What follows belongs to an exercise in optimizing a design on an open flow for small area, a short achievable clock period and few clock cycles; a production flow would make more cautious choices.
Only simulation tests tie the RTL to the original design; equivalence was not proved.
No activity file was given, so power comes from the tool's default toggle rates.

==> flow/design.v (excerpt) <==
module top(clk,rst,imem_addr,imem_data,led,halted);
        input clk;
        input rst;
        output [0:7] imem_addr;
        input [0:31] imem_data;
        output [0:7] led;
        output halted;
        wire [31:0] ins = imem_data;
        wire [5:0] op  = ins[31:26];
        wire [4:0] rs  = ins[25:21];
        wire [4:0] rt  = ins[20:16];
        wire [4:0] rd  = ins[15:11];
        wire [7:0] imm = ins[7:0];
        wire [5:0] fn  = ins[5:0];
        reg  [7:0] R [0:31];
        reg  [7:0] pc;
        reg  [7:0] x_a, x_b;           
        reg  [7:0] x_alt;              
        reg  [4:0] x_dst;
        reg        x_we, x_lw, x_slt, x_w2, x_br, x_bne, x_pt;
        wire [7:0] sum = x_a + x_b;
        reg [7:0] rom;
        always @(*) begin
                case (sum)
                8'd0: rom = 8'b10011100;
                8'd1: rom = 8'b10001111;
                8'd2: rom = 8'b01110000;
                8'd3: rom = 8'b00111011;
  ...
Size: about 300 flip-flops, roughly 0.015 mm^2 of cells after synthesis.
Settings: LEC_CHECK=0, CAP_MARGIN=10, CORE_MARGIN=2, CORE_UTILIZATION=40, CTS_CLUSTER_DIAMETER=80, CTS_CLUSTER_SIZE=20, SETUP_SLACK_MARGIN=3.8, SLEW_MARGIN=10; clock period 7.0 ns.
run.sh (not shown) runs the stock make flow with config.mk's settings and CLKGATE_MAP_FILE= SYNTH_SCRIPT=/design/flow/synth_recipe.tcl, a recipe that flattens the netlist after the stock synthesis.
Testbench counts at the start, summed over its fixed seeds: cycles 53,224.
Then changed:
==> flow/flow/run.sh (new file) <==
#!/bin/bash
# Standard layout (the standard.sh, standard synthesis), with the port
# buffers made of buf_2 cells instead of buffer_ports' default choice.
set -euo pipefail
echo 'export BUFFER_PORTS_ARGS = -buffer_cell sky130_fd_sc_hd__buf_2' >> config.mk
bash standard.sh > standard.log 2>&1
==> flow/standard.sh (new file) <==
#!/bin/bash
# synth_recipe.tcl (not shown) runs the flow's synth.tcl, then flattens the netlist and writes it again
# the make line also repeats each setting of config.mk as NAME=value (left out here)
make -C /OpenROAD-flow-scripts/flow DESIGN_CONFIG=/design/flow/config.mk WORK_HOME=/design/flow/orfs CLKGATE_MAP_FILE= SYNTH_SCRIPT=/design/flow/synth_recipe.tcl "${@:-finish}"
BUFFER_PORTS_ARGS = -buffer_cell sky130_fd_sc_hd__buf_2   (was default)
SETUP_SLACK_MARGIN = 4.0   (was 3.8)
removed: flow/run.sh
Via count is lower by 3.2%.
Worst setup slack is better by 0.21 ns.
Die area stays the same.
Cell area is lower by 6.1%.
Then changed:
--- a/flow/flow/run.sh
+++ b/flow/flow/run.sh
@@ -3 +3,3 @@
-# buffers made of buf_2 cells instead of buffer_ports' default choice.
+# buffers made of buf_2 cells instead of buffer_ports' default choice, and
+# ORFS's power recovery (downsizing of cells off the critical paths) after
+# global routing.
@@ -5,0 +8 @@
+echo 'export RECOVER_POWER = 100' >> config.mk
RECOVER_POWER = 100   (was default)
After rerunning: Now the flow finished but failed the layout checks on max-capacitance violations, max-slew violations; clock power is about the same; die area does not change; area after synthesis is unchanged; wire length hardly moves; cell area decreases slightly; power decreases slightly; final cell count hardly moves; first-iteration DRC count decreases by a few percent; count of clock-buffer cells in the layout does not change; synthesized cell count stays the same; worst setup slack is worse by 1.6 ns.
Then changed:
==> flow/flow/run.sh (replaced) <==
#!/bin/bash
# Standard layout (the standard.sh, standard synthesis), with the port
# buffers made of buf_2 cells instead of buffer_ports' default choice.
set -euo pipefail
echo 'export BUFFER_PORTS_ARGS = -buffer_cell sky130_fd_sc_hd__buf_2' >> config.mk
bash standard.sh > standard.log 2>&1
PLACE_DENSITY = 0.5   (was default)
RECOVER_POWER = default   (was 100)
This time the run completed with no timing, DRC or antenna violations.
Total power increases by 5.1%.
Global-route usage increases by 2.3 points.
Worst hold slack gets better by 0.033 ns.
Core utilization increases by 1.6 points.

========
oak:
Starting RTL as in the previous note.
clock: 7.0 ns
lec_check: 0
cap_margin: 20
core_margin: 2
core_utilization: 40
setup_slack_margin: 4.4
slew_margin: 20
Stock flow here: none of the scripts above is used.
Testbench counts of oak, summed over its fixed seeds: cycles 53,224.
For pine, these inputs were changed with respect to oak:
- an added CTS_CLUSTER_SIZE of 20
- an added CTS_CLUSTER_DIAMETER of 80
- a change of CAP_MARGIN from 20 to 10
- a change of SETUP_SLACK_MARGIN from 4.4 to 4.3
- an added TNS_END_PERCENT of 20
- a change of SLEW_MARGIN from 20 to 10
- an added BUFFER_PORTS_ARGS of -buffer_cell sky130_fd_sc_hd__buf_2
==> flow/flow/run.sh (new file) <==
#!/bin/bash
# Standard layout (the standard.sh, standard synthesis), with the port
# buffers made of buf_2 cells instead of buffer_ports' default choice.
set -euo pipefail
echo 'export BUFFER_PORTS_ARGS = -buffer_cell sky130_fd_sc_hd__buf_2' >> config.mk
bash standard.sh > standard.log 2>&1
==> flow/standard.sh (new file) <==
#!/bin/bash
# synth_recipe.tcl (not shown) runs the flow's synth.tcl, then flattens the netlist and writes it again
# the make line also repeats each setting of config.mk as NAME=value (left out here)
make -C /OpenROAD-flow-scripts/flow DESIGN_CONFIG=/design/flow/config.mk WORK_HOME=/design/flow/orfs CLKGATE_MAP_FILE= SYNTH_SCRIPT=/design/flow/synth_recipe.tcl "${@:-finish}"
removed: flow/run.sh
--- outcome ---
From oak to pine the numbers moved as follows: number of H-tree levels now sits lower, proportion of cell area occupied by registers now sits higher, register cell area after layout now sits at about the same level. The non-clock buffer count in oak is 1.8 times that in pine. Diff oak -> pine: maximum number of pins on one net before global-route repair has decreased, post-synthesis area per instance has remained practically unchanged, aggregate global-route resource usage has decreased. pine: final-layout non-clock buffer area share is 7.5 points lower than what oak reported. pine ended with less part of the power in combinational logic than oak. Going from oak to pine, post-route total power shrank by more than 10%.
Inputs modified between pine and birch:
- CTS_CLUSTER_SIZE changed from 20 to 12
- SETUP_SLACK_MARGIN changed from 4.3 to 4.0
- CTS_BUF_LIST newly set to sky130_fd_sc_hd__clkbuf_8
- TNS_END_PERCENT removed (was 20)
- CTS_CLUSTER_DIAMETER changed from 80 to 60
### Flow results
- Part of the power in the clock network down 0.4 points in birch wrt pine
- Re global-route wire length before repair: birch is about 5% down on pine.
- birch against pine: relative contribution of combinational cells to total power now sits lower, number of search-and-repair iterations in the first detailed-routing pass up 1.
- pine: full flow OK, the timing, design-rule and antenna checks passed
- birch: full flow OK, the timing, design-rule and antenna checks passed
- Compared with pine, birch shows peak supply drop lower by 42 uV.
Edits applied to the flow inputs when going from birch to maple:
- clearing BUFFER_PORTS_ARGS, which used to be -buffer_cell sky130_fd_sc_hd__buf_2
- clearing CTS_BUF_LIST, which used to be sky130_fd_sc_hd__clkbuf_8
- swapping 60 for 80 in CTS_CLUSTER_DIAMETER
- swapping 12 for 20 in CTS_CLUSTER_SIZE
==> flow/run.sh (new file) <==
#!/bin/bash
# synth_recipe.tcl (not shown) runs the flow's synth.tcl, then flattens the netlist and writes it again
# the make line also repeats each setting of config.mk as NAME=value (left out here)
make -C /OpenROAD-flow-scripts/flow DESIGN_CONFIG=/design/flow/config.mk WORK_HOME=/design/flow/orfs CLKGATE_MAP_FILE= SYNTH_SCRIPT=/design/flow/synth_recipe.tcl finish
removed: flow/flow/run.sh
removed: flow/standard.sh
[summary]
Count of standard-cell rows: maple vs birch identical
The run showing the smaller fraction of power consumed by the clock network is maple.
The total track usage reported for maple is greater than that of birch by 1.6 points.
Summary — arrival time of the worst setup path, maple relative to birch: lower, by 80 ps.
birch -> maple: power in combinational cells increased by more than 10%
Re final-report hold violation count: no difference whatsoever between maple and birch.
Compared with birch, maple degrades worst setup timing slack at the placement stage.
Delta(final cell count, maple - birch) > 0
Sort maple and birch by standby leakage power, ascending, and birch comes first.
Looking at launch point of the critical path, the pc[0] result is from maple; the pc[6] one comes from birch.
NOTE average wire length per cell after detail routing birch->maple increased by a few percent

## separate check: timing with driven ports
No port has a modelled driver above. Below, the same layouts with a new extraction and two added sets of constraints. Step 1, drivers: a clkbuf_16 drives clk and a buf_2 each remaining input, both assumed. Step 2 times the ports against the registers' clock, not the clock port: input delays grow and output delays shrink by t, the midpoint of the rising clock arrivals with the driver on. a / b / c = ideal ports / drivers / drivers and shift; a / b = the first two.
run	shift t [ns]	setup slack, ns	clock arrival spread, ns	worst register clock-pin slew, ns
the first run of note 1	0.591	3.728 / 3.769 / 3.178	0.023 / 0.023	0.09 / 0.09
the second run of note 1	0.593	3.939 / 3.878 / 3.368	0.021 / 0.021	0.10 / 0.10
the third run of note 1	0.593	2.361 / 2.402 / 1.810	0.023 / 0.023	0.09 / 0.09
the fourth run of note 1	0.619	3.746 / 3.774 / 3.154	0.023 / 0.023	0.10 / 0.10
oak	0.612	3.897 / 3.843 / 3.304	0.023 / 0.022	0.07 / 0.07
pine	0.609	3.895 / 3.836 / 3.396	0.024 / 0.024	0.10 / 0.10
birch	0.671	3.866 / 3.813 / 3.285	0.044 / 0.044	0.09 / 0.09
maple	0.605	3.947 / 3.888 / 3.372	0.022 / 0.021	0.09 / 0.09
The setup slack of oak, which loses most, moves by -0.054 ns with the drivers and by -0.593 ns with both steps.
